Context: an optimization exercise on an open-source flow, tuned for small area and a short achievable clock period. The choices shown serve that exercise and are no tape-out recipe. At most, simulation tests tie the RTL to the original design; equivalence was not proved. Function not checked in runs 3 to 6: the RTL went through the layout flow alone. No activity file was given, so power comes from the tool's default toggle rates.

<file path="flow/synth_abc.tcl">
proc synth {args} { yosys synth -nofsm -noshare {*}$args }
# abc with the mapping script named by ABC_SCRIPT and the delay target ABC_D (ps);
# the rest is synth_recipe.tcl unchanged
proc abc {args} {
  set i [lsearch -exact $args -script]
  if { $i >= 0 } { set args [lreplace $args [expr {$i + 1}] [expr {$i + 1}] $::env(ABC_SCRIPT)] }
  set j [lsearch -exact $args -D]
  if { $j >= 0 && [info exists ::env(ABC_D)] } { set args [lreplace $args [expr {$j + 1}] [expr {$j + 1}] $::env(ABC_D)] }
  yosys abc {*}$args
}
source $::env(SCRIPTS_DIR)/synth.tcl
# left out here: clear keep_hierarchy, flatten, clean up, hide names made inside functions, write 1_2_yosys.v
</file>
<file path="flow/run.sh">
#!/bin/bash
# The standard layout, with two changes:
#  - synthesis maps the logic with flow/abc_map.script instead of ORFS's abc_speed.script
#    (flow/synth_abc.tcl is synth_recipe.tcl with that abc call swapped);
#  - the port buffers are made from the smallest buffer cell.
# Each tool writes its full log under orfs/logs; the make output goes to standard.log.
set -euo pipefail
HERE=$(pwd)
export ABC_SCRIPT=$HERE/flow/abc_map.script
export ABC_D=2000
export BUFFER_PORTS_ARGS="-buffer_cell sky130_fd_sc_hd__buf_1"
bash standard.sh SYNTH_SCRIPT=$HERE/flow/synth_abc.tcl finish > standard.log 2>&1
</file>
<file path="flow/abc_map.script">
strash
&get -n
&fraig -x
&put
scorr
dc2
dretime
strash
&get -n
&dch -f
&nf {D}
&put
buffer -c
upsize {D}
dnsize {D}
stime -p
</file>
<file path="config.mk">
export PLATFORM = sky130hd
export DESIGN_NAME = rtc_top
export DESIGN_NICKNAME = rtc_top
export VERILOG_FILES = /design/flow/design.v
export SDC_FILE = /design/flow/constraint.sdc
export NUM_CORES = 4
export LEC_CHECK = 0
export CAP_MARGIN = 20
export CORE_MARGIN = 2
export CORE_UTILIZATION = 40
export CTS_BUF_LIST = sky130_fd_sc_hd__clkbuf_8
export CTS_CLUSTER_SIZE = 10
export SETUP_SLACK_MARGIN = 2.4
export SLEW_MARGIN = 20
</file>
<file path="constraint.sdc">
create_clock -name core_clock -period 5.0 [get_ports {clk_i}]
set_input_delay 1.0000 -clock core_clock [delete_from_list [all_inputs] [get_ports {clk_i}]]
set_output_delay 1.0000 -clock core_clock [all_outputs]
set_load 0.01 [all_outputs]
</file>
<file path="standard.sh">
#!/bin/bash
# synth_recipe.tcl (not shown) runs the flow's synth.tcl, then flattens the netlist and writes it again
# the make line also repeats each setting of config.mk as NAME=value (left out here)
make -C /OpenROAD-flow-scripts/flow DESIGN_CONFIG=/design/flow/config.mk WORK_HOME=/design/flow/orfs CLKGATE_MAP_FILE= SYNTH_SCRIPT=/design/flow/synth_recipe.tcl "${@:-finish}"
</file>
<file path="design.v">
module rtc_top (
                input logic         clk_i,
                input logic         rstn_i,
                input logic         date_update_i,
                input logic [31:0]  date_i,
                output logic [31:0] date_o,
                input logic         clock_update_i,
                output logic [21:0] clock_o,
                input logic [21:0]  clock_i,
                input logic [9:0]   init_sec_cnt_i,
                input logic         calibre_update_i,
                input logic [15:0]  calibre_sec_cnt_i,
                output logic [15:0] calibre_sec_cnt_o,
                input logic         timer_update_i,
                input logic         timer_enable_i,
                input logic         timer_retrig_i,
                input logic [16:0]  timer_target_i,
                output logic [16:0] timer_value_o,
                input logic         alarm_enable_i,
                input logic [5:0]   alarm_mask_i,
                input logic         alarm_update_clock_i,
                input logic [21:0]  alarm_clock_i,
                output logic [21:0] alarm_clock_o,
                input logic         alarm_update_date_i,
                input logic [31:0]  alarm_date_i,
                output logic [31:0] alarm_date_o,
                input logic         event_flag_update_i,
                input logic [1:0]   event_flag_i,
                output logic [1:0]  event_flag_o,
                output logic        event_o
                );
   logic [7:0]  r_seconds, r_minutes;
   logic [5:0]  r_hours;
   logic [5:0]  r_day;
   logic [4:0]  r_month;
   logic [13:0] r_year;
   logic [15:0] r_sec_counter, r_sec_cnt_calibre;
   logic        r_tick_lo, r_tick_hi;   
   logic        r_tick;
   logic [16:0] r_timer, r_timer_target;
   logic        r_timer_en, r_timer_retrig;
   logic        r_tmatch_lo, r_tmatch_hi;   
   logic        r_timer_match;
   logic [7:0]  r_alarm_seconds, r_alarm_minutes;
   logic [5:0]  r_alarm_hours;
   logic [13:0] r_alarm_year;
   logic [4:0]  r_alarm_month;
   logic [5:0]  r_alarm_day;
   logic [5:0]  r_alarm_mask;
   logic        r_alarm_enable;
   logic        r_sec59, r_min59, r_hour23;   
   logic        r_eom, r_eoy;     
   logic        n_eom;
   logic [5:0]  r_match;          
   logic        r_alarm_match;    
   logic [1:0]  r_event_flag;
   logic [7:0]  n_seconds, n_minutes;
   logic [5:0]  n_hours;
   logic [5:0]  n_day;
   logic [4:0]  n_month;
   logic [13:0] n_year;
   logic [15:0] n_sec_counter, n_sec_cnt_calibre;
   logic [16:0] n_timer, n_timer_target;
   logic        n_timer_en;
   logic [7:0]  n_alarm_seconds, n_alarm_minutes;
   logic [5:0]  n_alarm_hours;
   logic [13:0] n_alarm_year;
   logic [4:0]  n_alarm_month;
   logic [5:0]  n_alarm_day;
   logic [5:0]  n_alarm_mask;
   logic        n_alarm_enable;
   logic [5:0]  n_match;
   logic [1:0]  n_event_flag;
   logic        s_alarm_event, s_timer_event;
   logic        s_upd_min, s_upd_hour, s_new_day;
   logic        s_end_of_month, s_end_of_year;
   assign r_tick        = r_tick_lo & r_tick_hi;
   assign r_timer_match = r_tmatch_lo & r_tmatch_hi;
   assign s_alarm_event = r_alarm_enable & (&r_match) & ~r_alarm_match;
   assign s_timer_event = r_timer_en & r_timer_match;
   assign event_o       = s_alarm_event | s_timer_event;
   assign date_o            = {2'b00, r_year, 3'b000, r_month, 2'b00, r_day};
   assign clock_o           = {r_hours, r_minutes, r_seconds};
   assign calibre_sec_cnt_o = r_sec_cnt_calibre;
   assign timer_value_o     = r_timer;
   assign alarm_clock_o     = {r_alarm_hours, r_alarm_minutes, r_alarm_seconds};
   assign alarm_date_o      = {2'b00, r_alarm_year, 3'b000, r_alarm_month, 2'b00, r_alarm_day};
   assign event_flag_o      = r_event_flag;
   function automatic [3:0] inc4(input [3:0] x);
      inc4 = {x[3] ^ (&x[2:0]), x[2] ^ (&x[1:0]), x[1] ^ x[0], ~x[0]};
   endfunction
   function automatic [1:0] inc2(input [1:0] x);
      inc2 = {x[1] ^ x[0], ~x[0]};
   endfunction
   function automatic eom(input [5:0] d, input [4:0] m, input [13:0] y);
      logic leap;
      leap = (~y[0] & (y[4] == y[1])) & ((y[7:0] != 8'h00) | (~y[8] & (y[12] == y[9])));
      case (m)
        5'h01, 5'h03, 5'h05, 5'h07, 5'h08, 5'h10, 5'h12: eom = (d == 6'h31);
        5'h04, 5'h06, 5'h09, 5'h11:                      eom = (d == 6'h30);
        5'h02:   eom = (d == 6'h29) | (~leap & (d == 6'h28));
        default: eom = 1'b0;
      endcase
   endfunction
   logic [15:0] s_cnt_inc, n_count;
   assign s_cnt_inc[0] = ~r_sec_counter[0];
   assign s_cnt_inc[1] = r_sec_counter[1] ^ (&r_sec_counter[0:0]);
   assign s_cnt_inc[2] = r_sec_counter[2] ^ (&r_sec_counter[1:0]);
   assign s_cnt_inc[3] = r_sec_counter[3] ^ (&r_sec_counter[2:0]);
   assign s_cnt_inc[4] = r_sec_counter[4] ^ (&r_sec_counter[3:0]);
   assign s_cnt_inc[5] = r_sec_counter[5] ^ (&r_sec_counter[4:0]);
   assign s_cnt_inc[6] = r_sec_counter[6] ^ (&r_sec_counter[5:0]);
   assign s_cnt_inc[7] = r_sec_counter[7] ^ (&r_sec_counter[6:0]);
   assign s_cnt_inc[8] = r_sec_counter[8] ^ (&r_sec_counter[7:0]);
   assign s_cnt_inc[9] = r_sec_counter[9] ^ (&r_sec_counter[8:0]);
   assign s_cnt_inc[10] = r_sec_counter[10] ^ (&r_sec_counter[9:0]);
   assign s_cnt_inc[11] = r_sec_counter[11] ^ (&r_sec_counter[10:0]);
   assign s_cnt_inc[12] = r_sec_counter[12] ^ (&r_sec_counter[11:0]);
   assign s_cnt_inc[13] = r_sec_counter[13] ^ (&r_sec_counter[12:0]);
   assign s_cnt_inc[14] = r_sec_counter[14] ^ (&r_sec_counter[13:0]);
   assign s_cnt_inc[15] = r_sec_counter[15] ^ (&r_sec_counter[14:0]);
   always_comb begin
      n_sec_cnt_calibre = calibre_update_i ? calibre_sec_cnt_i : r_sec_cnt_calibre;
      if (clock_update_i) begin
         n_count       = {1'b0, init_sec_cnt_i, 5'h0};
         n_sec_counter = {1'b0, init_sec_cnt_i, 5'h1};
      end else if (r_tick) begin
         n_count       = 16'h0;
         n_sec_counter = 16'h1;
      end else begin
         n_count       = r_sec_counter;
         n_sec_counter = s_cnt_inc;
      end
   end
   assign s_upd_min  = r_tick & r_sec59;
   assign s_upd_hour = r_tick & r_sec59 & r_min59;
   assign s_new_day  = r_tick & r_sec59 & r_min59 & r_hour23;
   always_comb begin
      n_seconds = r_seconds;
      n_minutes = r_minutes;
      n_hours   = r_hours;
      if (clock_update_i) begin
         n_seconds = clock_i[7:0];
         n_minutes = clock_i[15:8];
         n_hours   = clock_i[21:16];
      end else begin
         if (r_tick) begin
            n_seconds[3:0] = (r_seconds[3:0] >= 4'h9) ? 4'h0 : inc4(r_seconds[3:0]);
            if (r_seconds >= 8'h59)
              n_seconds[7:4] = 4'h0;
            else if (r_seconds[3:0] >= 4'h9)
              n_seconds[7:4] = inc4(r_seconds[7:4]);
         end
         if (s_upd_min) begin
            n_minutes[3:0] = (r_minutes[3:0] >= 4'h9) ? 4'h0 : inc4(r_minutes[3:0]);
            if (r_minutes >= 8'h59)
              n_minutes[7:4] = 4'h0;
            else if (r_minutes[3:0] >= 4'h9)
              n_minutes[7:4] = inc4(r_minutes[7:4]);
         end
         if (s_upd_hour) begin
            if (r_hours >= 6'h23)
              n_hours = 6'h00;
            else if (r_hours[3:0] >= 4'h9)
              n_hours = {inc2(r_hours[5:4]), 4'h0};
            else
              n_hours[3:0] = inc4(r_hours[3:0]);
         end
      end
   end
   logic n_sec59, n_min59, n_hour23;
   always_comb begin
      if (clock_update_i) begin
         n_sec59  = (clock_i[7:0]   == 8'h59);
         n_min59  = (clock_i[15:8]  == 8'h59);
         n_hour23 = (clock_i[21:16] == 6'h23);
      end else begin
         n_sec59  = r_tick     ? (r_seconds == 8'h58) : r_sec59;
         n_min59  = s_upd_min  ? (r_minutes == 8'h58) : r_min59;
         n_hour23 = s_upd_hour ? (r_hours   == 6'h22) : r_hour23;
      end
   end
   assign s_end_of_month = r_eom;
   assign s_end_of_year  = r_eoy;
   always_comb begin
      if (date_update_i)
        n_eom = eom(date_i[5:0], date_i[12:8], date_i[29:16]);
      else if (s_new_day)
        n_eom = ~r_eom & eom((r_day[3:0] != 4'h9) ? {r_day[5:4], inc4(r_day[3:0])}
                                                  : {inc2(r_day[5:4]), 4'h0},
                             r_month, r_year);
      else
        n_eom = r_eom;
   end
   always_comb begin
      n_day   = r_day;
      n_month = r_month;
      n_year  = r_year;
      if (date_update_i) begin
         n_day   = date_i[5:0];
         n_month = date_i[12:8];
         n_year  = date_i[29:16];
      end else if (s_new_day) begin
         if (s_end_of_month)
           n_day = 6'h01;
         else if (r_day[3:0] != 4'h9)
           n_day[3:0] = inc4(r_day[3:0]);
         else
           n_day = {inc2(r_day[5:4]), 4'h0};
         if (s_end_of_year)
           n_month = 5'h01;
         else if (s_end_of_month) begin
            if (r_month[3:0] != 4'h9)
              n_month[3:0] = inc4(r_month[3:0]);
            else
              n_month = {1'b1, 4'h0};
         end
         if (s_end_of_year) begin
            if (r_year[3:0] != 4'h9)
              n_year[3:0] = inc4(r_year[3:0]);
            else begin
               n_year[3:0] = 4'h0;
               if (r_year[7:4] != 4'h9)
                 n_year[7:4] = inc4(r_year[7:4]);
               else begin
                  n_year[7:4] = 4'h0;
                  if (r_year[11:8] != 4'h9)
                    n_year[11:8] = inc4(r_year[11:8]);
                  else begin
                     n_year[11:8]  = 4'h0;
                     n_year[13:12] = inc2(r_year[13:12]);
                  end
               end
            end
         end
      end
   end
   always_comb begin
      n_alarm_seconds = r_alarm_seconds;
      n_alarm_minutes = r_alarm_minutes;
      n_alarm_hours   = r_alarm_hours;
      n_alarm_mask    = r_alarm_mask;
      n_alarm_enable  = r_alarm_enable;
      if (alarm_update_clock_i) begin
         n_alarm_enable  = alarm_enable_i;
         n_alarm_seconds = alarm_clock_i[7:0];
         n_alarm_minutes = alarm_clock_i[15:8];
         n_alarm_hours   = alarm_clock_i[21:16];
         n_alarm_mask    = alarm_mask_i;
      end else if (s_alarm_event)
        n_alarm_enable = 1'b0;
      n_alarm_year  = r_alarm_year;
      n_alarm_month = r_alarm_month;
      n_alarm_day   = r_alarm_day;
      if (alarm_update_date_i) begin
         n_alarm_year  = alarm_date_i[29:16];
         n_alarm_month = alarm_date_i[12:8];
         n_alarm_day   = alarm_date_i[5:0];
      end
   end
   assign n_match[5] = n_alarm_mask[5] | (n_year    == n_alarm_year);
   assign n_match[4] = n_alarm_mask[4] | (n_month   == n_alarm_month);
   assign n_match[3] = n_alarm_mask[3] | (n_day     == n_alarm_day);
   assign n_match[2] = n_alarm_mask[2] | (n_hours   == n_alarm_hours);
   assign n_match[1] = n_alarm_mask[1] | (n_minutes == n_alarm_minutes);
   assign n_match[0] = n_alarm_mask[0] | (n_seconds == n_alarm_seconds);
   logic [16:0] s_timer_inc;
   assign s_timer_inc[0] = ~r_timer[0];
   assign s_timer_inc[1] = r_timer[1] ^ (&r_timer[0:0]);
   assign s_timer_inc[2] = r_timer[2] ^ (&r_timer[1:0]);
   assign s_timer_inc[3] = r_timer[3] ^ (&r_timer[2:0]);
   assign s_timer_inc[4] = r_timer[4] ^ (&r_timer[3:0]);
   assign s_timer_inc[5] = r_timer[5] ^ (&r_timer[4:0]);
   assign s_timer_inc[6] = r_timer[6] ^ (&r_timer[5:0]);
   assign s_timer_inc[7] = r_timer[7] ^ (&r_timer[6:0]);
   assign s_timer_inc[8] = r_timer[8] ^ (&r_timer[7:0]);
   assign s_timer_inc[9] = r_timer[9] ^ (&r_timer[8:0]);
   assign s_timer_inc[10] = r_timer[10] ^ (&r_timer[9:0]);
   assign s_timer_inc[11] = r_timer[11] ^ (&r_timer[10:0]);
   assign s_timer_inc[12] = r_timer[12] ^ (&r_timer[11:0]);
   assign s_timer_inc[13] = r_timer[13] ^ (&r_timer[12:0]);
   assign s_timer_inc[14] = r_timer[14] ^ (&r_timer[13:0]);
   assign s_timer_inc[15] = r_timer[15] ^ (&r_timer[14:0]);
   assign s_timer_inc[16] = r_timer[16] ^ (&r_timer[15:0]);
   logic n_tmatch_lo, n_tmatch_hi;
   always_comb begin
      if (timer_update_i) begin
         n_tmatch_lo = (timer_target_i[8:0]  == 9'h0);
         n_tmatch_hi = (timer_target_i[16:9] == 8'h0);
      end else if (r_timer_en & r_timer_match) begin
         n_tmatch_lo = (r_timer_target[8:0]  == 9'h0);
         n_tmatch_hi = (r_timer_target[16:9] == 8'h0);
      end else if (r_timer_en) begin
         n_tmatch_lo = (s_timer_inc[8:0]  == r_timer_target[8:0]);
         n_tmatch_hi = (s_timer_inc[16:9] == r_timer_target[16:9]);
      end else begin
         n_tmatch_lo = r_tmatch_lo;
         n_tmatch_hi = r_tmatch_hi;
      end
   end
   always_comb begin
      n_timer_target = r_timer_target;
      n_timer_en     = r_timer_en;
      n_timer        = r_timer;
      if (timer_update_i) begin
         n_timer_en     = timer_enable_i;
         n_timer_target = timer_target_i;
         n_timer        = 17'h0;
      end else if (r_timer_en) begin
         if (r_timer_match) begin
            if (!r_timer_retrig)
              n_timer_en = 1'b0;
            n_timer = 17'h0;
         end else
           n_timer = s_timer_inc;
      end
   end
   always_comb begin
      n_event_flag = r_event_flag;
      if (event_flag_update_i) begin
         if (event_flag_i[0]) n_event_flag[0] = 1'b0;
         if (event_flag_i[1]) n_event_flag[1] = 1'b0;
      end else if (s_alarm_event)
        n_event_flag[0] = 1'b1;
      else if (s_timer_event)
        n_event_flag[1] = 1'b1;
   end
   always_ff @(posedge clk_i or negedge rstn_i) begin
      if (~rstn_i) begin
         r_seconds         <= 8'h0;
         r_minutes         <= 8'h0;
         r_hours           <= 6'h0;
         r_day             <= 6'h01;
         r_month           <= 5'h01;
         r_year            <= 14'h2000;
         r_sec_counter     <= 16'h1;
         r_sec_cnt_calibre <= 16'h7FFF;
         r_tick_lo         <= 1'b0;
         r_tick_hi         <= 1'b0;
         r_timer           <= 17'h0;
         r_timer_target    <= 17'h0;
         r_timer_en        <= 1'b0;
         r_timer_retrig    <= 1'b0;
         r_tmatch_lo       <= 1'b0;   
         r_tmatch_hi       <= 1'b0;
         r_alarm_seconds   <= 8'h0;
         r_alarm_minutes   <= 8'h0;
         r_alarm_hours     <= 6'h0;
         r_alarm_year      <= 14'h0;
         r_alarm_month     <= 5'h0;
         r_alarm_day       <= 6'h0;
         r_alarm_mask      <= 6'h0;
         r_alarm_enable    <= 1'b0;
         r_sec59           <= 1'b0;
         r_min59           <= 1'b0;
         r_hour23          <= 1'b0;
         r_eom             <= 1'b0;
         r_eoy             <= 1'b0;
         r_match           <= 6'b0;   
         r_alarm_match     <= 1'b0;
         r_event_flag      <= 2'h0;
      end else begin
         r_seconds         <= n_seconds;
         r_minutes         <= n_minutes;
         r_hours           <= n_hours;
         r_day             <= n_day;
         r_month           <= n_month;
         r_year            <= n_year;
         r_sec_counter     <= n_sec_counter;
         r_sec_cnt_calibre <= n_sec_cnt_calibre;
         r_tick_lo         <= (n_count[7:0]  == n_sec_cnt_calibre[7:0]);
         r_tick_hi         <= (n_count[15:8] == n_sec_cnt_calibre[15:8]);
         r_timer           <= n_timer;
         r_timer_target    <= n_timer_target;
         r_timer_en        <= n_timer_en;
         if (timer_update_i)
           r_timer_retrig  <= timer_retrig_i;
         r_tmatch_lo       <= n_tmatch_lo;
         r_tmatch_hi       <= n_tmatch_hi;
         r_alarm_seconds   <= n_alarm_seconds;
         r_alarm_minutes   <= n_alarm_minutes;
         r_alarm_hours     <= n_alarm_hours;
         r_alarm_year      <= n_alarm_year;
         r_alarm_month     <= n_alarm_month;
         r_alarm_day       <= n_alarm_day;
         r_alarm_mask      <= n_alarm_mask;
         r_alarm_enable    <= n_alarm_enable;
         r_sec59           <= n_sec59;
         r_min59           <= n_min59;
         r_hour23          <= n_hour23;
         r_eom             <= n_eom;
         r_eoy             <= n_eom & (date_update_i ? (date_i[12:8] == 5'h12) : (r_month == 5'h12));
         r_match           <= n_match;
         r_alarm_match     <= &r_match;
         r_event_flag      <= n_event_flag;
      end
   end
endmodule  
</file>
==> results of run 1 <==
-- metrics by stage --
step / utilization / worst slack (ns) / cells / total power, uW / area, um^2
2_1_floorplan: - / 2.42 / 992 / 2220 / 10300
3_3_place_gp: 0.460 / 1.77 / 1566 / 2480 / 11600
3_5_place_dp: 0.460 / 1.75 / 1566 / 2490 / 11600
4_1_cts: 0.480 / 2.40 / 1601 / 3630 / 12100
5_1_grt: 0.493 / 2.29 / 1619 / 3830 / 12400
6_report: 0.493 / 2.49 / 1619 / 3610 / 12400
-- synthesized netlist by cell type, types with 7 or more instances --
master    instances
o31ai_1          12
o211ai_1          8
dfstp_2          19
mux2i_1          16
xor2_1           37
ha_1             42
dfrtp_1         168
nor2_1           53
o21ai_0          58
a21boi_0          8
mux2_2           73
nor3_1           17
a31oi_1           7
nand4_1           7
inv_1            42
nand3_1          21
a22o_1           11
a21oi_1          42
and3_1           14
buf_2             8
nand2_1          95
xnor2_1          46
and2_1           10
clkbuf_1         20
nor4_1           11
buf_4            17
-- cell families (layout without fill, tap and decap cells) --
logic type / count (synthesis) / in the layout / synth area share
and+or+nand+nor: 281 / 281 / 0.143
AOI/OAI and AO/OA: 202 / 202 / 0.131
DFF: 187 / 187 / 0.461
buffers and inverters: 92 / 389 / 0.0411
muxes: 89 / 89 / 0.0963
xor gates and xnor gates: 85 / 85 / 0.0757
adders and majority gates: 42 / 42 / 0.0515
other: 1 / 14 / 0.000368
-- placed cells by master (no fill, tap or decap), drive strengths merged, types with 13 or more instances in the layout --
master	n
conb	14
o31ai	13
buf	311
and3	16
a21oi	42
dfstp	19
ha	42
nor3	18
mux2	73
mux2i	16
nand3	21
o21ai	61
xnor2	46
clkbuf	23
dfrtp	168
nor2	53
xor2	37
nand2	95
inv	48
-- report_power, final --
part           switching (uW)  internal, uW  total, uW
sequential                122          1650       1780
clock                     609           496       1110
combinational             414           316        730
-- worst max-delay path by stage --
stage,start,slack (ns),depth (start not counted),end
after CTS,r_match[5],2.40,5,event_o
final,r_timer[1],2.49,12,r_tmatch_hi
after global routing,r_timer[1],2.29,12,r_tmatch_hi
after floorplan,alarm_update_date_i,2.42,8,r_match[3]
after detailed placement,date_update_i,1.75,10,r_match[5]
after global placement,date_update_i,1.77,10,r_match[5]
-- timing repair --
item / CTS / global route
setup endpoints to repair: 7 / 10
gates resized for setup: 13 / 63
pin swaps: 0 / 23
buffers inserted: 3 / 18
hold buffers: 0 / 0
-- flip-flops by register name, summed over array words and instances (netlist names), 2 cells and up --
| register | count |
|---|---|
| r_minutes | 8 |
| r_seconds | 8 |
| r_alarm_hours | 6 |
| r_alarm_minutes | 8 |
| r_match | 6 |
| r_sec_counter | 16 |
| r_month | 5 |
| r_sec_cnt_calibre | 16 |
| r_alarm_day | 6 |
| r_timer | 17 |
| r_year | 14 |
| r_hours | 6 |
| r_event_flag | 2 |
| r_timer_target | 17 |
| r_alarm_mask | 6 |
| r_alarm_seconds | 8 |
| r_alarm_year | 14 |
| r_day | 6 |
| r_alarm_month | 5 |
-- worst max-delay path: stages (launching register included) --
cell      delay (ns)
dfrtp_1         0.41
ha_2            0.20
and3_4          0.19
and4_4          0.20
ha_4            0.16
xnor2_2         0.18
xor2_1          0.15
nand2_1         0.06
nand4b_1        0.18
nor4b_2         0.27
nand4_1         0.12
a31oi_1         0.19
o32a_1          0.15
-- routing by layer --
metal  global-route usage  wire length (um)  vias to the layer above
li1                     -                 -                     4063
met1                0.271             12400                     4059
met2                0.322             13000                      228
met3               0.0559              1790                       20
met4               0.0494               298                        0
met5                    0                 0                        -
-- final cells by class --
type	count	share of cell area
clock buffers	19	0.0211
flip-flops and latches	187	0.380
repair buffers	315	0.107
well taps	330	0.0333
inverters	42	0.0127
multi-input cells	713	0.432
clock inverters	13	0.0142
==> impl_results.md, run 1 <==
- Standard-cell rows: 58
- Detail Route Antenna Nets: 0
- Drt drc: 0
- Achievable Freq: between 0.3 and 0.4 GHz
- Critical path startpoint category: flop
- Synth top area cells: dfrtp_1 41%, mux2_2 8.1%, ha_1 5.2%
- Max-slew violation count: 0
- Worst Path Arrival: between 2 and 3 ns
- Clock Tree Root: clkbuf_8
- Min Hold Slack: 0.493 ns
- Vias post-DR: between 8000 and 9000
- Footprint of the multi-input gates: about 5300 um^2
- Reg2reg end: r_tmatch_hi
- Avg Cell Area, Syn: approximately 10 um^2
- Max_slew headroom: 0.475
- CTS buffer count: 17
- Critical hold path startpoint: r_event_flag[1]
- CTS tree: yes
- Slew @ Worst Pin: 0.785 ns
- Top cell type's share of synthesized area: 0.412
- Drt wl/cell: around 17 um
- Sequential area share after synthesis: 0.461
- Synthesized flop and latch total: 187
- Hold Vio Cnt, Final: 0
- Min cycle time layout: approximately 2.5 ns
- Total track usage: 0.201
- Mapped Cells: a little under 1000
- Pre-antenna DRT Iters: 5
- Pleak: 0.00517 uW
- Clock Sinks: ~190
- Post-Route WL: about 27 mm
- Clk Latency, worst-skew pair: roughly 0.47 ns
- Htree depth: 4
- Final Wtd Congestion: around 0.86
- Grt ovf: 0
- IO Port Bufs: between 200 and 300
- Setup TNS Final: 0 ns
- Top_reg_cell synth: dfrtp_1
- Crit. End Element: flop
- Register area: 4710 um^2
- Post-synth EDFFs: 0
- Final-report setup violation count: 0
- Area of the core: approximately 25000 um^2
- Post-DP HPWL: between 20 and 25 mm
- Status: no timing/DRC/antenna violations
- CP Class: flop to flop
- Yosys warns: 1
- Fillers: between 2000 and 2500
- Nets: ~1500
- Flop-to-flop setup slack: around 2.5 ns
- Hold endpoint: r_event_flag[1]
- CTS Buffer Depth: 2
- Initial Util: 0.406
- Largest fanout on the critical path: 4
- Worst EP required: ~5.4 ns
- Initial DRC count: approximately 520
- Io pins: approximately 320
- Synthesis-to-layout area growth: 21.4%
- Initial antenna violation count: 0
- Die H: ~160 um
- Clock-pin slew on the worst setup and hold paths: 0.12 ns
- N_diodes: 0
- R2R depth: 12
- PD cells: between 200 and 300 nW/um^2
- Final period utilization: 0.502
- MaxCap Viol Count: 0
- RSZ-0062 raised after global routing: true
- DIE AREA: approximately 27000 um^2
- Vias per cell: between 5 and 6
- FFs w/ async S/R, synth: 1.00
- Clk_skew: roughly 0.022 ns
- Synth unique cells: 77
- Chip Width: 164 um
- Pin count of the biggest net entering global routing: ~110
- FF-to-FF Start: r_timer[1]
- First-pass GRT wire length: around 42 mm
- Syn Std Cell Area: slightly above 10000 um^2
- Vias in the first global route: between 8000 and 9000
- Share of post-route cells with drive strength above 1: 0.171
- Hold path depth: 2
- Peak VDD IR: between 100 and 150 uV
- HP Class: flop to flop
- Leading area contributor after synthesis: dfrtp_1
==> inputs of run 2 (changes only) <==
--- a/config.mk
+++ b/config.mk
@@ -9,6 +9,5 @@
 export CORE_MARGIN = 2
 export CORE_UTILIZATION = 40
-export CTS_BUF_LIST = sky130_fd_sc_hd__clkbuf_8
-export CTS_CLUSTER_SIZE = 10
-export SETUP_SLACK_MARGIN = 2.4
+export CTS_BUF_LIST = sky130_fd_sc_hd__clkbuf_8 sky130_fd_sc_hd__clkbuf_16
+export SETUP_SLACK_MARGIN = 2.3
 export SLEW_MARGIN = 20
==> run 2 against run 1 <==
Effect of this change:
- design area is 0.28% lower
- wire length is 0.56% higher
- cell count is 0.68% lower
- combinational power is 2.9% lower
- non-clock buffer count is 12 lower
- highest routed layer unchanged
- core utilization is 0.14 points lower
- largest cell class unchanged
- total power is 6.3% higher
- synthesized area stayed put
- critical path depth stayed put
- sequential power hardly changed
==> impl_results.md, run 2 <==
- Status: no timing/DRC/antenna violations
- Yosys warns: 1
- Min cycle time layout: between 2 and 3 ns
- Leading area contributor after synthesis: dfrtp_1
- Chip Width: between 150 and 200 um
- Fillers: 2415
- HP Class: flop to flop
- Synth top area cells: dfrtp_1 41%, mux2_2 8.1%, ha_1 5.2%
- Grt ovf: 0
- Pre-antenna DRT Iters: 5
- Initial DRC count: ~430
- Synth unique cells: 77
- Register area: about 4700 um^2
- Mapped Cells: 979
- DIE AREA: roughly 27000 um^2
- Slew @ Worst Pin: 0.877 ns
- Worst Path Arrival: between 2 and 3 ns
- CTS buffer count: 17
- Pin count of the biggest net entering global routing: 188
- Peak VDD IR: approximately 160 uV
- R2R depth: 12
- CTS Buffer Depth: 2
- CP Class: flop to flop
- CTS tree: yes
- First-pass GRT wire length: about 43 mm
- Critical path startpoint category: flop
- Pleak: ~0.0052 uW
- Io pins: 315
- Final setup margin: about 2.4 ns
- Pre-CTS setup slack: 1.46 ns
- Hold Vio Cnt, Final: 0
- Standard-cell rows: a little under 60
- Htree depth: 4
- Count leader, synth: dfrtp_1
- Drt drc: 0
- Final period utilization: 0.516
- Commonest cells post-synth: 168 x dfrtp_1, 95 x nand2_1, 73 x mux2_2, 58 x o21ai_0, 53 x nor2_1
- Post-DP HPWL: roughly 21 mm
- Initial Util: 0.406
- FFs w/ async S/R, synth: 1.00
- Clk Latency, worst-skew pair: ~0.44 ns
- Final Wtd Congestion: 0.874
- Design area: between 10000 and 15000 um^2
- Min Hold Slack: 0.484 ns
- Area after DPL: approximately 12000 um^2
- Vias post-DR: around 8400
- Biggest regs: r_timer: 17 flops, r_timer_target: 17 flops
- Clk_skew: between 0.02 and 0.025 ns
- Drt wl/cell: roughly 17 um
- Avg Cell Area, Syn: ~10 um^2
- Synthesized flop and latch total: roughly 190
- Commonest non-fill, non-tap cell in the layout: buf_1
- Largest fanout on the critical path: 5
- Crit path largest cell delay: about 0.45 ns
- N_diodes: 0
- Total track usage: 0.203
- Post-Route WL: around 28 mm
- Detail Route Antenna Nets: 0
- Syn Std Cell Area: ~10000 um^2
- Max-slew violation count: 0
- Slowest cell on crit path: dfrtp_2
- Final-report setup violation count: 0
- Clock Tree Root: clkbuf_16
- Sequential area share after synthesis: 0.461
- Most frequent cell on the critical path: ha_4
- Initial antenna violation count: 0
- Footprint of the multi-input gates: approximately 5200 um^2
- RSZ-0062 raised after global routing: true
- Worst path cell trace: ha_4 > and3_4 > and4_4 > ha_4 > xnor2_2 > xor2_1 > nand2_1 > nand4b_1 > nor4b_2 > nand4_1 > a31oi_1 > o32a_1
- Vias per cell: 5.24
- Die H: around 160 um
- Share of post-route cells with drive strength above 1: 0.145
- Post-synth EDFFs: 0
- IO Port Bufs: around 290
- Setup TNS Final: 0 ns
- Vias in the first global route: about 8000
- Commonest cells after routing, fill and taps aside: 281 x buf_1, 164 x dfrtp_1, 95 x nand2_1
- Top_reg_cell synth: dfrtp_1
- Achievable Freq: approximately 0.39 GHz
- Max_slew headroom: 0.415
- Nets: 1478
- Synthesis-to-layout area growth: 21.1%
- Top cell type's share of synthesized area: 0.412
- MaxCap Viol Count: 0
- PD cells: between 300 and 400 nW/um^2
- Area of the core: between 20000 and 30000 um^2
- Clock-pin slew on the worst setup and hold paths: 0.08 ns
- Clock Sinks: between 150 and 200
- Crit. End Element: flop
- Worst EP required: between 5 and 6 ns
- Hold path depth: 2
run 2: cells by family after synthesis:
family | count (synthesis) | synth area share
buffers and inverters | 92 | 0.0411
muxes | 89 | 0.0963
and+or+nand+nor | 281 | 0.143
other | 1 | 0.000368
DFF | 187 | 0.461
xor gates and xnor gates | 85 | 0.0757
AOI/OAI and AO/OA | 202 | 0.131
adders and majority gates | 42 | 0.0515
run 2: through the flow:
stage | total power [uW] | util | cells
3_3_place_gp | 2480 | 0.460 | 1565
5_1_grt | 4040 | 0.492 | 1608
3_5_place_dp | 2490 | 0.460 | 1565
4_1_cts | 3860 | 0.484 | 1597
2_1_floorplan | 2220 | - | 992
6_report | 3840 | 0.492 | 1608
run 2: path summary, 6_finish.rpt:
kind,from,end,slack (ns)
min reg2reg,r_event_flag[1],r_event_flag[1],0.48
max in group asynchronous,rstn_i,r_tick_hi,3.36
min,r_event_flag[1],r_event_flag[1],0.48
min in group asynchronous,rstn_i,r_alarm_minutes[7],0.56
max reg2reg,r_timer[0],r_tmatch_hi,2.42
max,r_timer[0],r_tmatch_hi,2.42
run 2: critical path: cells and delay by family, from the launching register on:
kind	cells	cell delay [ns]
flops	1	0.45
compound gates	2	0.34
simple gates	6	1.05
xor+xnor	2	0.33
fa+ha+maj	2	0.34
run 2: cell type report:
class	count	area share
Timing Repair Buffer	303	0.101
Multi-Input combinational cell	714	0.425
Clock buffer	17	0.0344
Tap cell	330	0.0334
Clock inverter	15	0.0125
Sequential cell	187	0.381
Inverter	42	0.0131
run 2: power breakdown:
group	leakage [uW]	internal, uW	switching [uW]
clock network	0.000287	668	685
registers	0.00224	1650	123
logic	0.00263	302	407
total	0.00515	2620	1220
run 2: timing repair:
action	4_1_cts	5_1_grt
pin swaps	0	10
setup buffers	0	9
gates cloned	0	1
gates resized for setup	5	30
endpoints found under the setup margin	4	8
hold buffers	0	0
run 2: layer usage:
| metal | vias to the layer above | GRT usage | part of all wire |
|---|---|---|---|
| met5 | - | 0 | 0 |
| met4 | 0 | 0.0542 | 0.016 |
| met1 | 4074 | 0.277 | 0.45 |
| li1 | 4052 | - | - |
| met2 | 268 | 0.321 | 0.47 |
| met3 | 26 | 0.0503 | 0.068 |
==> inputs of run 3 (changes only) <==
--- a/design.v
+++ b/design.v
@@ -53,5 +53,5 @@
    logic        n_eom;
    logic [5:0]  r_match;          
-   logic        r_alarm_match;    
+   logic        r_alarm_armed;    
    logic [1:0]  r_event_flag;
    logic [7:0]  n_seconds, n_minutes;
@@ -77,5 +77,5 @@
    assign r_tick        = r_tick_lo & r_tick_hi;
    assign r_timer_match = r_tmatch_lo & r_tmatch_hi;
-   assign s_alarm_event = r_alarm_enable & (&r_match) & ~r_alarm_match;
+   assign s_alarm_event = r_alarm_armed & (&r_match);
    assign s_timer_event = r_timer_en & r_timer_match;
    assign event_o       = s_alarm_event | s_timer_event;
@@ -358,5 +358,5 @@
          r_eoy             <= 1'b0;
          r_match           <= 6'b0;   
-         r_alarm_match     <= 1'b0;
+         r_alarm_armed     <= 1'b0;
          r_event_flag      <= 2'h0;
       end else begin
@@ -392,5 +392,5 @@
          r_eoy             <= n_eom & (date_update_i ? (date_i[12:8] == 5'h12) : (r_month == 5'h12));
          r_match           <= n_match;
-         r_alarm_match     <= &r_match;
+         r_alarm_armed     <= n_alarm_enable & ~(&r_match);
          r_event_flag      <= n_event_flag;
       end
--- a/config.mk
+++ b/config.mk
@@ -9,5 +9,6 @@
 export CORE_MARGIN = 2
 export CORE_UTILIZATION = 40
-export CTS_BUF_LIST = sky130_fd_sc_hd__clkbuf_8 sky130_fd_sc_hd__clkbuf_16
+export CTS_BUF_LIST = sky130_fd_sc_hd__clkbuf_8
+export CTS_CLUSTER_SIZE = 10
 export SETUP_SLACK_MARGIN = 2.3
 export SLEW_MARGIN = 20
==> run 3 against run 2 <==
Effect of this change:
- sequential power hardly changed
- first-iteration DRC count fell by 0.23%
- combinational power rose by 0.6%
- design area down 1.4%
- highest routed layer unchanged
==> impl_results.md, run 3 <==
- Grt ovf: 0
- DIE AREA: between 20000 and 30000 um^2
- Hold Vio Cnt, Final: 0
- Largest fanout on the critical path: 15
- Setup TNS Final: 0 ns
- Synthesis-to-layout area growth: 20.1%
- Psw: approximately 1100 uW
- Io pins: about 320
- Largest family of logic cells by synthesized area: simple AND/OR/NAND/NOR gates
- Count leader, synth: dfrtp_1
- Yosys warns: 1
- Final Wtd Congestion: 0.896
- Top_reg_cell synth: dfrtp_1
- Clock Sinks: 187
- Worst Path Arrival: 3.11 ns
- Worst path cell trace: buf_1 > buf_4 > nor2_2 > a221o_1 > xor2_1 > or3b_4 > a2111oi_4 > nand4bb_1 > o31ai_2
- Slew @ Worst Pin: 0.926 ns
- Clock Tree Root: clkbuf_8
- Vias per cell: between 5 and 6
- Mux cell area share after synthesis: 0.0974
- Initial DRC count: approximately 430
- Simple-Gate Fraction of Synth Area: 0.140
- Pre-antenna DRT Iters: 5
- Footprint of the multi-input gates: approximately 5200 um^2
- Nets: around 1500
- Commonest cells post-synth: 168 x dfrtp_1, 92 x nand2_1, 77 x mux2_2, 57 x xnor2_1, 55 x o21ai_0
- CTS Hold Buffers Added: 0
- Register area: 4700 um^2
- Sw frac: 0.306
- Fillers: approximately 2400
- Worst EP required: 5.37 ns
- Critical path startpoint category: input port
- Reg2reg end: r_match[5]
- CTS buffer count: 17
- FF-to-FF Start: r_year[1]
- Synth unique cells: 74
- MaxCap Viol Count: 0
- Slowest cell on crit path: or3b_4
- R2R depth: 11
- Crit. End Element: flop
- Post-synthesis xor/xnor area fraction: 0.0840
- Drt wl/cell: 16.9 um
- Synthesized flop and latch total: 187
- Crit path largest cell delay: between 0.4 and 0.5 ns
- Commonest cells after routing, fill and taps aside: 282 x buf_1, 168 x dfrtp_1, 92 x nand2_1
- Max_slew headroom: 0.382
- Synth Area in Adders: 0.0518
- Leading area contributor after synthesis: dfrtp_1
- Top cell type's share of synthesized area: 0.415
- Min cycle time layout: roughly 2.7 ns
- CTS tree: yes
- HP Class: flop to flop
- Post-DP HPWL: between 20 and 25 mm
- Pin count of the biggest net entering global routing: a little over 80
- Sequential area share after synthesis: 0.464
- Area of the core: 25000 um^2
- Clk Latency, worst-skew pair: between 0.4 and 0.5 ns
- Flop-to-flop setup slack: 2.28 ns
- Biggest regs: r_timer: 17 flops, r_timer_target: 17 flops
- Drt drc: 0
- Achievable Freq: 0.365 GHz
- Die H: 163 um
- Syn Std Cell Area: ~10000 um^2
- Post-synthesis compound-gate area fraction: 0.125
- Mapped Cells: slightly below 1000
- Internal power: 2510 uW
- IO Port Bufs: roughly 290
- Htree depth: 4
- Detail Route Antenna Nets: 0
- Critical path startpoint: date_update_i
- Vias post-DR: 8262
- Seq pwr share: 0.489
- CTS Buffer Depth: 2
- Worst setup path endpoint: r_match[5]
- Post-Route WL: 27.1 mm
- FFs w/ async S/R, synth: 1.00
- Total track usage: 0.204
- Status: no timing/DRC/antenna violations
- Clock share of power: 0.313
- Max-slew violation count: 0
- Tot Pwr: between 3000 and 4000 uW
- Gate power share: 0.198
- Final period utilization: 0.548
- Post-synth EDFFs: 0
- Clock-pin slew on the worst setup and hold paths: 0.10 ns
- Chip Width: about 160 um
- Share of post-route cells with drive strength above 1: 0.145
- First-pass GRT wire length: ~43 mm
- Synth top area cells: dfrtp_1 41%, mux2_2 8.6%, ha_1 5.2%
- CP Class: input port to flop
- RSZ-0062 raised after global routing: true
- Final-report setup violation count: 0
- Initial Util: 0.405
- Peak VDD IR: between 150 and 200 uV
- PD cells: 296 nW/um^2
- Pleak: ~0.005 uW
- Commonest non-fill, non-tap cell in the layout: buf_1
- Vias in the first global route: roughly 8200
- Clk_skew: ~0.018 ns
- Initial antenna violation count: 0
- Standard-cell rows: just under 60
- Avg Cell Area, Syn: about 10 um^2
run 3: changes by cell type in the layout (fill, tap and decap cells not counted), sizes merged, moves of 6 or more:
cell    previous run  this run
a21oi             42        29
clkinv             8         2
xnor2             46        57
o21ai             61        55
nand4              8        15
nor3              18        12
run 3: per-stage QoR:
| stage | area (um^2) | utilization | hold WS, ns | setup WS [ns] | std cells |
|---|---|---|---|---|---|
| final | 12200 | 0.486 | 0.506 | 2.26 | 1602 |
| after global routing | 12200 | 0.486 | 0.529 | 2.13 | 1601 |
| after CTS | 12100 | 0.484 | 0.510 | 2.24 | 1600 |
| after detailed placement | 11500 | 0.461 | 0.485 | 1.67 | 1556 |
| after global placement | 11500 | 0.461 | 0.459 | 1.71 | 1556 |
| after floorplan | 10200 | - | 0.461 | 2.31 | 981 |
run 3: layout make-up:
cell class                 instances  share of cell area
antenna                            1            0.000206
clock buffer                      17              0.0192
clock inverter                    15              0.0160
inverter                          36              0.0111
multi-input combinational        708               0.429
sequential                       187               0.386
tap                              330              0.0339
timing repair buffer             308               0.105
run 3: cell families (layout without fill, tap and decap cells):
family	count (synthesis)	after routing
and+or+nand+nor	281	281
AOI/OAI and AO/OA	188	188
DFF	187	187
xor gates and xnor gates	94	94
muxes	89	89
buffers and inverters	86	376
adders and majority gates	42	42
other	1	15
run 3: worst min-delay path by stage:
stage	start	to	slack, ns	cells after the start
after floorplan	r_sec_counter[0]	r_sec_counter[0]	0.46	1
after global placement	r_event_flag[1]	r_event_flag[1]	0.46	2
after detailed placement	r_sec_counter[0]	r_sec_counter[0]	0.49	1
after CTS	r_event_flag[1]	r_event_flag[1]	0.51	2
after global routing	r_alarm_mask[4]	r_alarm_mask[4]	0.53	1
final	r_alarm_mask[4]	r_alarm_mask[4]	0.51	1
run 3: routing by layer:
layer | GRT usage | routed length, um | vias to the layer above | share of wire
met5 | 0 | 0 | - | 0
met4 | 0.0623 | 510 | 0 | 0.019
li1 | - | - | 4011 | -
met3 | 0.0437 | 1450 | 29 | 0.054
met2 | 0.319 | 12600 | 226 | 0.46
met1 | 0.283 | 12600 | 3996 | 0.46
run 3: timing repair:
item                                    in CTS  in global routing
resized for setup                           21                 22
pin swaps                                    8                  4
buffers inserted                            12                  1
endpoints found under the setup margin       5                  7
run 3: power groups by stage:
stage | clock, uW | combinational, uW | sequential [uW]
after floorplan | 0 | 405 | 1810
after global placement | 0 | 689 | 1790
after detailed placement | 0 | 695 | 1800
after CTS | 1170 | 714 | 1770
after global routing | 1230 | 797 | 1790
final | 1130 | 713 | 1770
run 3: worst max-delay path, delay by kind of cell:
kind                   cells  cell delay, ns
buffers and inverters      2            0.31
XOR/XNOR                   1            0.18
AND/OR/NAND/NOR            3            0.75
AO/OA/AOI/OAI              3            0.86
==> inputs of run 4 (changes only) <==
--- a/design.v
+++ b/design.v
@@ -52,6 +52,6 @@
    logic        r_eom, r_eoy;     
    logic        n_eom;
-   logic [5:0]  r_match;          
-   logic        r_alarm_armed;    
+   logic [6:0]  r_match;          
+   logic        r_alarm_match;    
    logic [1:0]  r_event_flag;
    logic [7:0]  n_seconds, n_minutes;
@@ -70,5 +70,5 @@
    logic [5:0]  n_alarm_mask;
    logic        n_alarm_enable;
-   logic [5:0]  n_match;
+   logic [6:0]  n_match;
    logic [1:0]  n_event_flag;
    logic        s_alarm_event, s_timer_event;
@@ -77,5 +77,5 @@
    assign r_tick        = r_tick_lo & r_tick_hi;
    assign r_timer_match = r_tmatch_lo & r_tmatch_hi;
-   assign s_alarm_event = r_alarm_armed & (&r_match);
+   assign s_alarm_event = r_alarm_enable & (&r_match) & ~r_alarm_match;
    assign s_timer_event = r_timer_en & r_timer_match;
    assign event_o       = s_alarm_event | s_timer_event;
@@ -259,5 +259,6 @@
       end
    end
-   assign n_match[5] = n_alarm_mask[5] | (n_year    == n_alarm_year);
+   assign n_match[6] = n_alarm_mask[5] | (n_year[13:8] == n_alarm_year[13:8]);
+   assign n_match[5] = n_alarm_mask[5] | (n_year[7:0]  == n_alarm_year[7:0]);
    assign n_match[4] = n_alarm_mask[4] | (n_month   == n_alarm_month);
    assign n_match[3] = n_alarm_mask[3] | (n_day     == n_alarm_day);
@@ -357,6 +358,6 @@
          r_eom             <= 1'b0;
          r_eoy             <= 1'b0;
-         r_match           <= 6'b0;   
-         r_alarm_armed     <= 1'b0;
+         r_match           <= 7'b0;   
+         r_alarm_match     <= 1'b0;
          r_event_flag      <= 2'h0;
       end else begin
@@ -392,5 +393,5 @@
          r_eoy             <= n_eom & (date_update_i ? (date_i[12:8] == 5'h12) : (r_month == 5'h12));
          r_match           <= n_match;
-         r_alarm_armed     <= n_alarm_enable & ~(&r_match);
+         r_alarm_match     <= &r_match;
          r_event_flag      <= n_event_flag;
       end
--- a/config.mk
+++ b/config.mk
@@ -9,6 +9,4 @@
 export CORE_MARGIN = 2
 export CORE_UTILIZATION = 40
-export CTS_BUF_LIST = sky130_fd_sc_hd__clkbuf_8
-export CTS_CLUSTER_SIZE = 10
 export SETUP_SLACK_MARGIN = 2.3
 export SLEW_MARGIN = 20
==> run 4 against run 3 <==
Effect of this change:
- sequential power barely moved
- die area rose by 1.0%
- sequential share of layout area fell by 0.24 points
- clock skew rose by 0.0033 ns
- worst setup slack improved by 0.11 ns
- core utilization rose by 0.29 points
- clock-buffer cell count did not move
- still clean
- critical path type is now flop to flop
==> impl_results.md, run 4 <==
- DIE AREA: approximately 27000 um^2
- Clock-pin slew on the worst setup and hold paths: 0.08 ns
- Synth unique cells: 81
- Met3 usage: 0.0568
- GR Util met2: 0.317
- Final-report setup violation count: 0
- Vias post-DR: a little over 8000
- MaxCap Viol Count: 0
- Syn Std Cell Area: between 10000 and 15000 um^2
- Detail Route Antenna Nets: 0
- Final period utilization: 0.525
- Leading area contributor after synthesis: dfrtp_1
- Min cycle time layout: between 2 and 3 ns
- Pin count of the biggest net entering global routing: 103
- Clock Sinks: 188
- Max_slew headroom: 0.372
- Synthesized flop and latch total: approximately 190
- Drt drc: 0
- Clock Tree Root: clkbuf_16
- Avg Cell Area, Syn: approximately 11 um^2
- Hold Vio Cnt, Final: 0
- Initial Util: 0.407
- Largest fanout on the critical path: 8
- Initial DRC count: 526
- Critical path startpoint category: flop
- Pre-antenna DRT Iters: 5
- Drt wl/cell: 16.5 um
- M1 GR Usage: 0.257
- Top_reg_cell synth: dfrtp_1
- Chip Width: ~160 um
- PD cells: 316 nW/um^2
- Die H: between 150 and 200 um
- Fillers: 2386
- Commonest cells post-synth: 169 x dfrtp_1, 92 x nand2_1, 77 x mux2_2, 54 x nor2_1, 52 x xnor2_1
- Clk Latency, worst-skew pair: ~0.44 ns
- FFs w/ async S/R, synth: 1.00
- Biggest regs: r_timer: 17 flops, r_timer_target: 17 flops
- CP Class: flop to flop
- Clk_skew: 0.0217 ns
- Final Wtd Congestion: between 0.8 and 0.9
- Pleak: approximately 0.0051 uW
- GR peak layer: met2
- Total track usage: 0.195
- Count leader, synth: dfrtp_1
- Max-slew violation count: 0
- Crit. End Element: flop
- Commonest cells after routing, fill and taps aside: 280 x buf_1, 168 x dfrtp_1, 92 x nand2_1
- Io pins: approximately 320
- Post-synth EDFFs: 0
- Setup TNS Final: 0 ns
- Achievable Freq: roughly 0.38 GHz
- Top cell type's share of synthesized area: 0.413
- Area of the core: 25200 um^2
- N_diodes: 0
- Commonest non-fill, non-tap cell in the layout: buf_1
- Worst EP required: around 5.4 ns
- Mapped Cells: 966
- Vias in the first global route: around 8000
- Post-DP HPWL: roughly 20 mm
- Synthesis-to-layout area growth: 20.3%
- CTS Buffer Depth: 2
- Footprint of the multi-input gates: 5210 um^2
- Peak VDD IR: about 220 uV
- Initial antenna violation count: 0
- CTS buffer count: 17
- Yosys warns: 1
- Register area: ~4700 um^2
- First-pass GRT wire length: between 40 and 50 mm
- Standard-cell rows: 58
- Vias per cell: 5.21
- Share of post-route cells with drive strength above 1: 0.144
- HP Class: flop to flop
- Htree depth: 4
- Slew @ Worst Pin: between 0.9 and 1 ns
- Sequential area share after synthesis: 0.462
- Post-Route WL: approximately 26 mm
- Synth top area cells: dfrtp_1 41%, mux2_2 8.5%, dfstp_2 4.9%
- Status: no timing/DRC/antenna violations
- Grt ovf: 0
- Post-Route Utilization: 0.489
- CTS tree: yes
- Nets: between 1000 and 1500
- Worst Path Arrival: approximately 3 ns
- IO Port Bufs: approximately 290
- RSZ-0062 raised after global routing: true
## run 4: cell type report
class | count | share of cell area
clock buffer | 17 | 0.0345
clock inverter | 15 | 0.0166
inverter | 36 | 0.0110
multi-input combinational | 705 | 0.423
sequential | 188 | 0.384
tap | 330 | 0.0335
timing repair buffer | 299 | 0.0976
## run 4: metrics by stage
| stage | setup WS (ns) | power, uW | cells | instance area (um^2) | hold slack (ns) |
|---|---|---|---|---|---|
| 4_1_cts | 2.30 | 3950 | 1585 | 12200 | 0.484 |
| 5_1_grt | 2.27 | 4110 | 1590 | 12300 | 0.502 |
| 2_1_floorplan | 2.35 | 2230 | 979 | 10300 | 0.461 |
| 3_3_place_gp | 1.58 | 2490 | 1553 | 11600 | 0.462 |
| 6_report | 2.37 | 3900 | 1590 | 12300 | 0.485 |
| 3_5_place_dp | 1.60 | 2500 | 1553 | 11600 | 0.466 |
## run 4: worst paths after layout
kind                                        end  slack [ns]       startpoint  cells past startpoint
worst max-delay path                 r_match[1]        2.37     r_minutes[1]                     11
worst min-delay path            r_event_flag[1]        0.48  r_event_flag[1]                      2
worst max register to register       r_match[1]        2.37     r_minutes[1]                     11
worst min register to register  r_event_flag[1]        0.48  r_event_flag[1]                      2
max in group asynchronous            r_year[10]        3.37           rstn_i                      2
min in group asynchronous           r_timer[16]        0.55           rstn_i                      1
## run 4: cells by family after synthesis
family	after synthesis	synth area share
AOI/OAI and AO/OA	195	0.133
DFF	188	0.462
xor gates and xnor gates	92	0.0814
buffers and inverters	86	0.0420
adders and majority gates	39	0.0476
other	1	0.000366
and+or+nand+nor	278	0.139
muxes	87	0.0944
## run 4: worst max-delay path: stages, from the launching register on
cell and delay [ns]:
dfrtp_1 0.41, inv_1 0.10, ha_1 0.15, inv_1 0.06
o311a_4 0.40, a221oi_4 0.35, o21ai_0 0.14, o21ai_1 0.28
xor2_1 0.10, a221o_1 0.27, nor3_1 0.13, a21o_1 0.16
## run 4: timing repair
action	in CTS	in global routing
pin swaps	0	3
resized for setup	3	21
endpoints found under the setup margin	2	7
buffers inserted	0	5
hold buffers	0	0
## run 4: where the power goes
part	internal (uW)	switching, uW	total [uW]
Combinational	300	393	693
Sequential	1660	121	1780
Clock	695	726	1420
Total	2660	1240	3900
## run 4: per-layer routing
layer  part of all wire  vias to the layer above
met5                  0                        -
met3              0.073                       22
met4              0.012                        0
li1                   -                     4003
met2               0.47                      240
met1               0.45                     4011
==> inputs of run 5 (changes only) <==
--- a/config.mk
+++ b/config.mk
@@ -9,4 +9,5 @@
 export CORE_MARGIN = 2
 export CORE_UTILIZATION = 40
+export CTS_BUF_LIST = sky130_fd_sc_hd__clkbuf_8 sky130_fd_sc_hd__clkbuf_16
 export SETUP_SLACK_MARGIN = 2.3
 export SLEW_MARGIN = 20
==> run 5 against run 4 <==
Effect of this change:
- hold slack did not move
- core utilization unchanged
- global-route usage unchanged
- flip-flop and latch count unchanged
- synthesized area is the same
- clock-buffer cell count unchanged
- cell count stayed put
- via count unchanged
- design area unchanged
- synthesized cell count stayed put
- first-iteration DRC count is the same
- largest cell class unchanged
- largest power group unchanged
==> impl_results.md, run 5 <==
- Status: no timing/DRC/antenna violations
- Top cell type's share of synthesized area: 0.413
- Design area: around 12000 um^2
- Htree depth: 4
- Critical path startpoint: r_minutes[1]
- Commonest cells after routing, fill and taps aside: 280 x buf_1, 168 x dfrtp_1, 92 x nand2_1
- Clock Tree Root: clkbuf_16
- Die H: 164 um
- Initial antenna violation count: 0
- Synth unique cells: 81
- Clk Latency, worst-skew pair: around 0.44 ns
- Grt ovf: 0
- Yosys warns: 1
- Setup TNS Final: 0 ns
- CTS Hold Buffers Added: 0
- Clock-pin slew on the worst setup and hold paths: roughly 0.080 ns
- Synthesis-to-layout area growth: 20.3%
- Mapped Cells: around 970
- Synth top area cells: dfrtp_1 41%, mux2_2 8.5%, dfstp_2 4.9%
- Count leader, synth: dfrtp_1
- Min cycle time layout: between 2 and 3 ns
- Footprint of the multi-input gates: ~5200 um^2
- Dpl cells: about 1600
- Worst EP required: approximately 5.4 ns
- Slowest cell on crit path: dfrtp_1
- Largest fanout on the critical path: 8
- Avg Cell Area, Syn: 10.6 um^2
- Fillers: between 2000 and 2500
- Critical path startpoint category: flop
- Vias per cell: 5.21
- Standard-cell rows: 58
- Worst path cell trace: inv_1 > ha_1 > inv_1 > o311a_4 > a221oi_4 > o21ai_0 > o21ai_1 > xor2_1 > a221o_1 > nor3_1 > a21o_1
- Crit path largest cell delay: between 0.4 and 0.5 ns
- Pleak: 0.00513 uW
- Clk_skew: ~0.022 ns
- Sequential area share after synthesis: 0.462
- Peak VDD IR: 221 uV
- Detail Route Antenna Nets: 0
- CTS buffer count: 17
- Max-slew violation count: 0
- Total track usage: 0.195
- Biggest regs: r_timer: 17 flops, r_timer_target: 17 flops
- Slew @ Worst Pin: between 0.9 and 1 ns
- Share of post-route cells with drive strength above 1: 0.144
- Area after DPL: ~12000 um^2
- Area of the core: about 25000 um^2
- Commonest cells post-synth: 169 x dfrtp_1, 92 x nand2_1, 77 x mux2_2, 54 x nor2_1, 52 x xnor2_1
- Pin count of the biggest net entering global routing: approximately 100
- Final-report setup violation count: 0
- MaxCap Viol Count: 0
- Drt wl/cell: 16.5 um
- Post-DP HPWL: ~20 mm
- Hold Vio Cnt, Final: 0
- R2R depth: 11
- CTS tree: yes
- Initial Util: 0.407
- Chip Width: 164 um
- HP Class: flop to flop
- Pre-antenna DRT Iters: 5
- N_diodes: 0
- Crit. End Element: flop
- CP Class: flop to flop
- Commonest non-fill, non-tap cell in the layout: buf_1
- Achievable Freq: around 0.38 GHz
- Clock Sinks: 188
- Synthesized flop and latch total: 188
- Post-synth EDFFs: 0
- Register area: approximately 4700 um^2
- Hold path depth: 2
- PD cells: ~320 nW/um^2
- Final period utilization: 0.525
- FFs w/ async S/R, synth: 1.00
- Vias post-DR: slightly above 8000
- Max_slew headroom: 0.372
- IO Port Bufs: around 290
- CTS Buffer Depth: 2
- Finished Layout Cells: ~1600
- Vias in the first global route: ~8000
- Most frequent cell on the critical path: inv_1
- Top_reg_cell synth: dfrtp_1
- Nets: about 1500
- Final Wtd Congestion: 0.868
- Worst setup path endpoint: r_match[1]
- Drt drc: 0
- Leading area contributor after synthesis: dfrtp_1
- DIE AREA: about 27000 um^2
- Io pins: around 320
- FF-to-FF Start: r_minutes[1]
- Worst Path Arrival: 2.99 ns
- Initial DRC count: 526
- Syn Std Cell Area: 10200 um^2
- Flop-to-flop setup slack: 2.37 ns
- RSZ-0062 raised after global routing: true
- Post-Route WL: ~26 mm
- Reg2reg end: r_match[1]
- First-pass GRT wire length: between 40 and 50 mm
-- run 5: cell counts in the layout (fill, tap and decap cells not counted) --
No cell type changed its count.
-- run 5: kinds of logic (layout without fill, tap and decap cells) --
| group | Yosys count | in the layout | share of synthesized area |
|---|---|---|---|
| simple gates | 278 | 278 | 0.139 |
| compound gates | 195 | 195 | 0.133 |
| flops | 188 | 188 | 0.462 |
| xor+xnor | 92 | 92 | 0.0814 |
| mux | 87 | 87 | 0.0944 |
| buf+inv | 86 | 367 | 0.0420 |
| fa+ha+maj | 39 | 39 | 0.0476 |
| other cells | 1 | 14 | 0.000366 |
-- run 5: how the worst min path moves through the flow --
| stage | startpoint | to |
|---|---|---|
| 2_1_floorplan | r_sec_counter[0] | r_sec_counter[0] |
| 3_3_place_gp | r_event_flag[1] | r_event_flag[1] |
| 3_5_place_dp | r_event_flag[1] | r_event_flag[1] |
| 4_1_cts | r_event_flag[1] | r_event_flag[1] |
| 5_1_grt | r_event_flag[1] | r_event_flag[1] |
| 6_report | r_event_flag[1] | r_event_flag[1] |
-- run 5: area by class of cell --
class,instances,area share
multi-input cells,705,0.423
well taps,330,0.0335
clock buffers,17,0.0345
inverters,36,0.0110
repair buffers,299,0.0976
flip-flops and latches,188,0.384
clock inverters,15,0.0166
-- run 5: through the flow --
step	worst slack [ns]	hold slack (ns)	util	total power, uW
after floorplan	2.35	0.461	-	2230
after global placement	1.58	0.462	0.459	2490
after detailed placement	1.60	0.466	0.459	2500
after CTS	2.30	0.484	0.485	3950
after global routing	2.27	0.502	0.489	4110
final	2.37	0.485	0.489	3900
-- run 5: worst max-delay path, delay by kind of cell, from the launching register on --
| family | cells | cell delay (ns) |
|---|---|---|
| XOR/XNOR | 1 | 0.10 |
| flip-flops | 1 | 0.41 |
| AND/OR/NAND/NOR | 1 | 0.13 |
| adder cells (fa/ha/maj) | 1 | 0.15 |
| AO/OA/AOI/OAI | 6 | 1.60 |
| buffers and inverters | 2 | 0.16 |
-- run 5: power breakdown --
group | leakage, uW | internal, uW | total (uW) | switching (uW)
Clock | 0.000304 | 695 | 1420 | 726
Combinational | 0.00257 | 300 | 693 | 393
Sequential | 0.00226 | 1660 | 1780 | 121
-- run 5: layer usage --
| metal | share of wire | vias to the layer above | routed length [um] | GRT usage |
|---|---|---|---|---|
| li1 | - | 4003 | - | - |
| met2 | 0.47 | 240 | 12300 | 0.317 |
| met1 | 0.45 | 4011 | 11700 | 0.257 |
| met5 | 0 | - | 0 | 0 |
| met4 | 0.012 | 0 | 327 | 0.0455 |
| met3 | 0.073 | 22 | 1900 | 0.0568 |
-- run 5: timing repair --
item,in CTS,in global routing
pin swaps,0,3
setup endpoints to repair,2,7
resized for setup,3,21
hold endpoints to repair,0,0
setup buffers,0,5
==> inputs of run 6 (changes only) <==
--- a/design.v
+++ b/design.v
@@ -52,5 +52,5 @@
    logic        r_eom, r_eoy;     
    logic        n_eom;
-   logic [6:0]  r_match;          
+   logic [5:0]  r_match;          
    logic        r_alarm_match;    
    logic [1:0]  r_event_flag;
@@ -70,5 +70,5 @@
    logic [5:0]  n_alarm_mask;
    logic        n_alarm_enable;
-   logic [6:0]  n_match;
+   logic [5:0]  n_match;
    logic [1:0]  n_event_flag;
    logic        s_alarm_event, s_timer_event;
@@ -259,6 +259,5 @@
       end
    end
-   assign n_match[6] = n_alarm_mask[5] | (n_year[13:8] == n_alarm_year[13:8]);
-   assign n_match[5] = n_alarm_mask[5] | (n_year[7:0]  == n_alarm_year[7:0]);
+   assign n_match[5] = n_alarm_mask[5] | (n_year    == n_alarm_year);
    assign n_match[4] = n_alarm_mask[4] | (n_month   == n_alarm_month);
    assign n_match[3] = n_alarm_mask[3] | (n_day     == n_alarm_day);
@@ -285,4 +284,13 @@
    assign s_timer_inc[16] = r_timer[16] ^ (&r_timer[15:0]);
    logic n_tmatch_lo, n_tmatch_hi;
+   logic [7:0] s_timer_inc_hi;        
+   assign s_timer_inc_hi[0] = ~r_timer[9];
+   assign s_timer_inc_hi[1] = r_timer[10] ^ (&r_timer[9:9]);
+   assign s_timer_inc_hi[2] = r_timer[11] ^ (&r_timer[10:9]);
+   assign s_timer_inc_hi[3] = r_timer[12] ^ (&r_timer[11:9]);
+   assign s_timer_inc_hi[4] = r_timer[13] ^ (&r_timer[12:9]);
+   assign s_timer_inc_hi[5] = r_timer[14] ^ (&r_timer[13:9]);
+   assign s_timer_inc_hi[6] = r_timer[15] ^ (&r_timer[14:9]);
+   assign s_timer_inc_hi[7] = r_timer[16] ^ (&r_timer[15:9]);
    always_comb begin
       if (timer_update_i) begin
@@ -294,5 +302,5 @@
       end else if (r_timer_en) begin
          n_tmatch_lo = (s_timer_inc[8:0]  == r_timer_target[8:0]);
-         n_tmatch_hi = (s_timer_inc[16:9] == r_timer_target[16:9]);
+         n_tmatch_hi = (&r_timer[8:0]) ? (s_timer_inc_hi == r_timer_target[16:9]) : r_tmatch_hi;
       end else begin
          n_tmatch_lo = r_tmatch_lo;
@@ -358,5 +366,5 @@
          r_eom             <= 1'b0;
          r_eoy             <= 1'b0;
-         r_match           <= 7'b0;   
+         r_match           <= 6'b0;   
          r_alarm_match     <= 1'b0;
          r_event_flag      <= 2'h0;
--- a/config.mk
+++ b/config.mk
@@ -9,5 +9,6 @@
 export CORE_MARGIN = 2
 export CORE_UTILIZATION = 40
-export CTS_BUF_LIST = sky130_fd_sc_hd__clkbuf_8 sky130_fd_sc_hd__clkbuf_16
+export CTS_BUF_LIST = sky130_fd_sc_hd__clkbuf_8
+export CTS_CLUSTER_SIZE = 10
 export SETUP_SLACK_MARGIN = 2.3
 export SLEW_MARGIN = 20
==> run 6 against run 5 <==
Effect of this change:
- cell count grew 1.7%
- worst setup slack gained 0.037 ns
- synthesized area grew 0.11%
- die area grew 0.10%
- critical path depth shrank 2
- wire length grew 4.6%
- flip-flop and latch count shrank 1
- clock skew shrank 0.0019 ns
- core utilization shrank 0.29 points
- clock-buffer cell count grew 2
==> impl_results.md, run 6 <==
- Synthesis-to-layout area growth: 19.4%
- Drt wl/cell: approximately 17 um
- Commonest non-fill, non-tap cell in the layout: buf_1
- Top cell type's share of synthesized area: 0.410
- Die H: 164 um
- Pre-antenna DRT Iters: 5
- Mapped Cells: around 990
- Reg2reg end: r_tmatch_lo
- CTS buffer count: 17
- Flop-to-flop setup slack: ~2.4 ns
- Max-slew violation count: 0
- Pleak: about 0.0051 uW
- Clock-pin slew on the worst setup and hold paths: roughly 0.10 ns
- Largest family of logic cells by synthesized area: compound AO/OA/AOI/OAI gates
- Highest routed metal layer: met4
- Final setup margin: roughly 2.4 ns
- Metal-1 WL: 12.5 mm
- Min Hold Slack: between 0.4 and 0.5 ns
- Vias per cell: approximately 5.2
- Hold Vio Cnt, Final: 0
- FFs w/ async S/R, synth: 1.00
- Detail Route Antenna Nets: 0
- Clk_skew: between 0.015 and 0.02 ns
- MaxCap Viol Count: 0
- Internal power: around 2400 uW
- Largest fanout on the critical path: 35
- Pre-CTS setup slack: between 1.5 and 2 ns
- Nets: around 1500
- Hold path depth: 2
- Final period utilization: 0.518
- Seq pwr share: 0.497
- Total track usage: 0.202
- Drt drc: 0
- Synth unique cells: 70
- Post-Route WL: 27.4 mm
- Achievable Freq: slightly below 0.4 GHz
- Share of post-route cells with drive strength above 1: 0.143
- Standard-cell rows: 58
- CTS tree: yes
- Syn Std Cell Area: slightly above 10000 um^2
- Peak VDD IR: 141 uV
- Routed wl met3: about 1.4 mm
- Status: no timing/DRC/antenna violations
- Crit. End Element: flop
- Synth top area cells: dfrtp_1 41%, mux2_2 7.9%, ha_1 5.5%
- Critical path startpoint category: input port
- First-pass GRT wire length: approximately 43 mm
- Psw: roughly 1100 uW
- DIE AREA: around 27000 um^2
==> run 6: changes by cell type after synthesis, sizes merged, moves of 4 or more <==
cell	delta
a22o	-5
nor3	+4
mux2i	+4
nand4	+4
and2	-5
ha	+6
o21ai	-7
a221oi	-4
mux2	-5
a2111oi	+4
nor4	-5
a21oi	+6
inv	+12
or3	-5
==> run 6: layout make-up <==
cell class	count	area, um^2
sequential	187	4710
multi-input combinational	712	5260
inverter	48	184
clock inverter	13	155
fill	2451	12900
clock buffer	19	262
timing repair buffer	307	1260
antenna	1	2.50
tap	330	413
==> run 6: how the worst max path moves through the flow <==
| stage | from | end | slack, ns | cells after the start |
|---|---|---|---|---|
| 2_1_floorplan | clock_update_i | r_tick_lo | 2.30 | 7 |
| 3_3_place_gp | calibre_update_i | r_tick_lo | 1.68 | 6 |
| 3_5_place_dp | calibre_update_i | r_tick_lo | 1.71 | 6 |
| 4_1_cts | r_timer[0] | r_tmatch_lo | 2.22 | 11 |
| 5_1_grt | r_timer[0] | r_tmatch_lo | 2.26 | 11 |
| 6_report | date_update_i | r_match[5] | 2.41 | 9 |
==> run 6: stage by stage <==
step / power (uW) / utilization / instance area (um^2) / std cells
finish: 3560 / 0.486 / 12200 / 1617
global route: 3770 / 0.486 / 12200 / 1616
CTS: 3590 / 0.478 / 12000 / 1605
detailed placement: 2490 / 0.460 / 11600 / 1573
global placement: 2480 / 0.460 / 11600 / 1573
floorplan: 2220 / - / 10300 / 1000
==> run 6: per-layer routing <==
layer | up-vias | GRT usage
met5 | - | 0
met2 | 215 | 0.332
met1 | 4139 | 0.271
li1 | 4086 | -
met4 | 0 | 0.0554
met3 | 22 | 0.0404
==> run 6: logic make-up (layout without fill, tap and decap cells) <==
group	after synthesis	in the layout
AOI/OAI and AO/OA	208	208
DFF	187	187
muxes	86	86
other	1	15
and+or+nand+nor	271	271
adders and majority gates	45	45
buffers and inverters	101	387
xor gates and xnor gates	88	88
==> run 6: timing repair <==
item / 4_1_cts / 5_1_grt
resized for setup: 9 / 32
endpoints found under the setup margin: 6 / 9
pin swaps: 0 / 11
buffers inserted: 0 / 11
hold buffers: 0 / 0
==> run 6: critical path: stages <==
cell,delay (ns)
buf_1,0.07
buf_4,0.37
clkinvlp_4,0.26
and4_1,0.20
a221o_1,0.31
xnor2_1,0.15
nor3b_2,0.16
nand4_1,0.10
o31ai_1,0.29
==> run 6: power groups by stage <==
stage	sequential (uW)	clock (uW)	combinational [uW]
floorplan	1810	0	405
global placement	1790	0	687
detailed placement	1790	0	694
CTS	1770	1120	700
global route	1790	1190	791
finish	1770	1080	707

==> afterwards: timing with drivers on the ports <==
The flow's constraints put no driver on any port. The routed layouts listed below were extracted and timed again, unchanged, in two steps. Step 1 sets driving cells, clkbuf_16 on the clock port and buf_2 on the other inputs (assumed; they add their load-dependent delay and slew). Step 2, shift: input delay + t, output delay - t, t = (earliest + latest rising clock arrival at the registers) / 2. This alone moves slack from input paths to output paths. Three values: no drivers, after step 1, after step 2; two values: the first two.
run	t (ns)	setup WS [ns]
run 1	0.497	2.490 / 2.483 / 2.039
run 2	0.474	2.418 / 2.418 / 2.000
run 3	0.497	2.258 / 2.274 / 1.777
run 4	0.480	2.373 / 2.373 / 1.991
run 5	0.480	2.373 / 2.373 / 1.991
run 6	0.490	2.409 / 2.404 / 1.938
After both steps every run listed still meets setup and hold.
